Context: an optimization exercise on an open-source flow, tuned for small area, a short achievable clock period and few clock cycles. The choices shown serve that exercise and are no tape-out recipe. In this exercise RTL edits were held to simulation tests only and were not proved equivalent to the original.

==> v19 <==
Design mips_core, start of the top module:
module mips_core (
    input clk,                      
    input reset,                    
    output [29:0] imem_addr,
    input  [31:0] imem_rdata,
    output        dmem_re,          
    output        dmem_we,          
    output [29:0] dmem_addr,        
    output [31:0] dmem_wdata,
    output [3:0]  dmem_be,          
    input  [31:0] dmem_rdata,       
    input         dmem_stall        
);
wire stall = dmem_stall;
localparam OP_ADD  = 4'd0,
           OP_SUB  = 4'd1,
           OP_AND  = 4'd2,
           OP_OR   = 4'd3,
           OP_XOR  = 4'd4,
           OP_NOR  = 4'd5,
           OP_SLT  = 4'd6,
           OP_SLTU = 4'd7,
           OP_SLL  = 4'd8,
           OP_SRL  = 4'd9,
           OP_SRA  = 4'd10,
           OP_CLZ  = 4'd11,
           OP_CLO  = 4'd12;
localparam B_REG = 2'd0, B_SEXT = 2'd1, B_ZEXT = 2'd2, B_LUI = 2'd3;
reg  [31:0] pc;
reg  [31:0] d_ins;       
reg  [31:0] d_pc4;
reg         d_v;         
reg  [31:1] d_rs_oh;     
reg  [31:1] d_rt_oh;
reg  [31:0] e_a, e_b;    
reg  [15:0] e_imm;
reg  [1:0]  e_bsel;
reg  [3:0]  e_op;
reg         e_shvar;
reg         e_ovf, e_movn, e_movz;
reg         e_we, e_load, e_store;
reg  [2:0]  e_mtype;
reg  [4:0]  e_rd;
reg         e_fa, e_fb;
reg  [31:0] m_res;       
reg  [31:0] m_sd;
reg  [3:0]  m_be;
reg  [4:0]  m_rd;
  ...
make LEC_CHECK=0 ABC_CLOCK_PERIOD_IN_PS=3000 CAP_MARGIN=20 CORE_MARGIN=2 CORE_UTILIZATION=40 PLACE_DENSITY=0.6 SETUP_SLACK_MARGIN=5 SLEW_MARGIN=20 finish   # period 10.0 ns
run.sh (not shown) runs the stock make flow with config.mk's settings and CLKGATE_MAP_FILE= SYNTH_SCRIPT=/design/flow/synth_recipe.tcl, a recipe that flattens the netlist after the stock synthesis.
==> inputs of v34, as changes to v19 <==
--- a/flow/design.v
+++ b/flow/design.v
@@ -26,15 +26,15 @@
            OP_SRA  = 4'd10,
            OP_CLZ  = 4'd11,
            OP_CLO  = 4'd12;
 localparam B_REG = 2'd0, B_SEXT = 2'd1, B_ZEXT = 2'd2, B_LUI = 2'd3;
 reg  [31:0] pc;
 reg  [31:0] d_ins;       
 reg  [31:0] d_pc4;
-reg         d_v;         
+reg         d_pt;        
 reg  [31:1] d_rs_oh;     
 reg  [31:1] d_rt_oh;
 reg  [31:0] e_a, e_b;    
 reg  [15:0] e_imm;
 reg  [1:0]  e_bsel;
 reg  [3:0]  e_op;
 reg         e_shvar;
@@ -118,14 +118,16 @@
 wire [31:0] pc4 = pc + 32'd4;
 wire [31:0] pc8 = pc + 32'd8;
 wire [5:0]  fop = imem_rdata[31:26];
 wire f_j  = (fop == 6'h02) | (fop == 6'h03);
 wire f_br = (fop == 6'h01) | (fop == 6'h04) | (fop == 6'h05) | (fop == 6'h06) |
             (fop == 6'h07) | (fop == 6'h14);
 wire [31:0] f_jt = {pc[31:28], imem_rdata[25:0], 2'b00};
+wire f_pt = f_br & ((fop == 6'h05) | (fop == 6'h07) | ((fop == 6'h01) & imem_rdata[16]) | imem_rdata[15]);
+wire [31:0] f_bt = pc4 + {{14{imem_rdata[15]}}, imem_rdata[15:0], 2'b00};
 wire [31:1] f_rs_oh, f_rt_oh;
 generate
 for (gi = 1; gi < 32; gi = gi + 1) begin : DEC
     assign f_rs_oh[gi] = (imem_rdata[25:21] == gi);
     assign f_rt_oh[gi] = (imem_rdata[20:16] == gi);
 end
 endgenerate
@@ -286,19 +288,19 @@
     endcase
 end
 wire [31:0] br_target = d_pc4 + {{14{d_ins[15]}}, d_ins[15:0], 2'b00};
 wire ex_rs = e_we & (e_rd == rs);
 wire ex_rt = e_we & (e_rd == rt);
 wire mem_ld_rs = m_we & m_load & (m_rd == rs);
 wire mem_ld_rt = m_we & m_load & (m_rd == rt);
-wire hz_load = d_v & e_load & ((i_use_rs & ex_rs) | (i_use_rt & ex_rt));
-wire hz_br   = d_v & (i_br | i_jr) & ((i_use_rs & (ex_rs | mem_ld_rs)) | (i_use_rt & (ex_rt | mem_ld_rt)));
+wire hz_load = e_load & ((i_use_rs & ex_rs) | (i_use_rt & ex_rt));
+wire hz_br   = (i_br | i_jr) & ((i_use_rs & (ex_rs | mem_ld_rs)) | (i_use_rt & (ex_rt | mem_ld_rt)));
 wire hz = hz_load | hz_br;
-wire redirect = d_v & ~hz & (i_jr | (i_br & br_taken));
-wire [31:0] target = i_jr ? b_rs : br_target;
+wire redirect = ~hz & (i_jr | (i_br & (br_taken != d_pt)));
+wire [31:0] target = i_jr ? b_rs : d_pt ? d_pc4 + 32'd4 : br_target;
 wire fa = e_we & ~e_load & (e_rd == rs) & i_use_rs & ~i_jal & ~i_zero;
 wire fb = e_we & ~e_load & (e_rd == rt) & i_use_rt & ~i_zero;
 wire [31:0] xa = (e_fa & m_we) ? m_res : e_a;
 wire [31:0] xr = (e_fb & m_we) ? m_res : e_b;    
 reg  [31:0] xb;
 always @(*) begin
     case (e_bsel)
@@ -365,41 +367,49 @@
     default: begin x_sd = xr << {~xa2, 3'b000};    x_be = 4'b1111 >> ~xa2; end      
     endcase
 end
 always @(posedge clk) begin
     if (reset) pc <= 32'hf0000000;
     else if (~stall) begin
         if (redirect) pc <= target;
-        else if (~hz) pc <= f_j ? f_jt : f_br ? pc8 : pc4;
+        else if (~hz) pc <= f_j ? f_jt : f_pt ? f_bt : f_br ? pc8 : pc4;
     end
 end
 always @(posedge clk) begin
-    if (reset) d_v <= 1'b0;
+    if (reset) begin
+        d_ins <= 32'd0; d_rs_oh <= 31'd0; d_rt_oh <= 31'd0;
+    end
     else if (~stall) begin
-        if (redirect) d_v <= 1'b0;
-        else if (~hz) d_v <= 1'b1;
+        if (redirect) begin
+            d_ins <= 32'd0; d_rs_oh <= 31'd0; d_rt_oh <= 31'd0;
+        end
+        else if (~hz) begin
+            d_ins <= imem_rdata; d_rs_oh <= f_rs_oh; d_rt_oh <= f_rt_oh;
+        end
     end
 end
 always @(posedge clk) begin
-    if (~stall & ~hz) begin
-        d_ins <= imem_rdata; d_rs_oh <= f_rs_oh; d_rt_oh <= f_rt_oh;
-    end
+    if (~stall & ~hz) d_pc4 <= pc4;
 end
 always @(posedge clk) begin
-    if (~stall & ~hz) d_pc4 <= pc4;
+    if (reset) d_pt <= 1'b0;
+    else if (~stall) begin
+        if (redirect) d_pt <= 1'b0;
+        else if (~hz) d_pt <= f_pt;
+    end
 end
 always @(posedge clk) begin
     if (reset) begin
         e_we <= 1'b0; e_load <= 1'b0; e_store <= 1'b0;
         e_fa <= 1'b0; e_fb <= 1'b0;
     end
     else if (~stall) begin
-        e_we    <= d_v & i_wr & ~hz;
-        e_load  <= d_v & i_load & ~hz;
-        e_store <= d_v & i_store & ~hz;
+        e_we    <= i_wr & ~hz;
+        e_load  <= i_load & ~hz;
+        e_store <= i_store & ~hz;
         e_fa    <= fa;
         e_fb    <= fb;
     end
 end
 always @(posedge clk) begin
     if (~stall) begin
         e_a     <= i_jal ? d_pc4 : (i_zero | i_movn | i_movz) ? 32'd0 : v_rs;
==> flow/config.mk (replaced) <==
export PLATFORM = sky130hd
export DESIGN_NAME = mips_core
export DESIGN_NICKNAME = mips_core
export VERILOG_FILES = /design/flow/design.v
export SDC_FILE = /design/flow/constraint.sdc
export NUM_CORES = 4
export LEC_CHECK = 0
export ABC_CLOCK_PERIOD_IN_PS = 3000
export CAP_MARGIN = 20
export CORE_MARGIN = 2
export CORE_UTILIZATION = 30
export PLACE_DENSITY = 0.5
export SETUP_SLACK_MARGIN = 5
export SLEW_MARGIN = 20
==> impl_metrics.tcl <==
set metrics [dict create \
    status "no timing/DRC/antenna violations" \
    whs_ns 0.4510 \
    yosysMostFrequentCell "edfxtp_1" \
    cp_num_buf_inv 4 \
    die_area_mm2 0.2596 \
    finalWorstSetupSlack_ns 4.584 \
    max_stage_delay_ns 0.68 \
]
The numbers above come from v34.

==> impl_metrics.tcl <==
set metrics [dict create \
    die_area_mm2 0.1982 \
    hold_viol 0 \
    max_stage_delay_ns 0.77 \
    whs_ns 0.4661 \
    status "no timing/DRC/antenna violations" \
    cp_num_buf_inv 5 \
    timing.critical_path.mode_cell "buf_4" \
    finalWorstSetupSlack_ns 4.827 \
    yosysMostFrequentCell "nand3_1" \
]
The numbers above come from v19.

Testbench counts of v19, summed over its fixed seeds: cycles 76,420.
Testbench counts of v34, summed over its fixed seeds: cycles 74,029.

[afterwards: timing with drivers on the ports]
The results above use ideal ports. As a check the final layouts listed here were re-extracted and re-timed, cells and wires unchanged. Step 1 (the two cells are an assumption about what drives the block):
set clk [get_ports {clk}]
set_driving_cell -lib_cell sky130_fd_sc_hd__clkbuf_16 $clk
set_driving_cell -lib_cell sky130_fd_sc_hd__buf_2 [delete_from_list [all_inputs] $clk]
Step 2 moves the port delays by t, midway between the first and last clock arrival at a register: inputs arrive t later, outputs are due t later. That takes back most of the time a late clock gives input paths. Three values: no drivers, after step 1, after step 2; two values: the first two.
| run | t, ns | slack for setup (ns) | hold WS [ns] |
|---|---|---|---|
| v19 | 0.947 | 4.827 / 4.827 / 4.189 | 0.466 / 0.466 / 0.466 |
| v34 | 0.948 | 4.584 / 4.584 / 4.061 | 0.451 / 0.451 / 0.451 |
After both steps every run listed still meets setup and hold. For v19, which loses most, drivers alone change the setup slack by 0.000 ns; drivers and shift together by -0.638 ns.
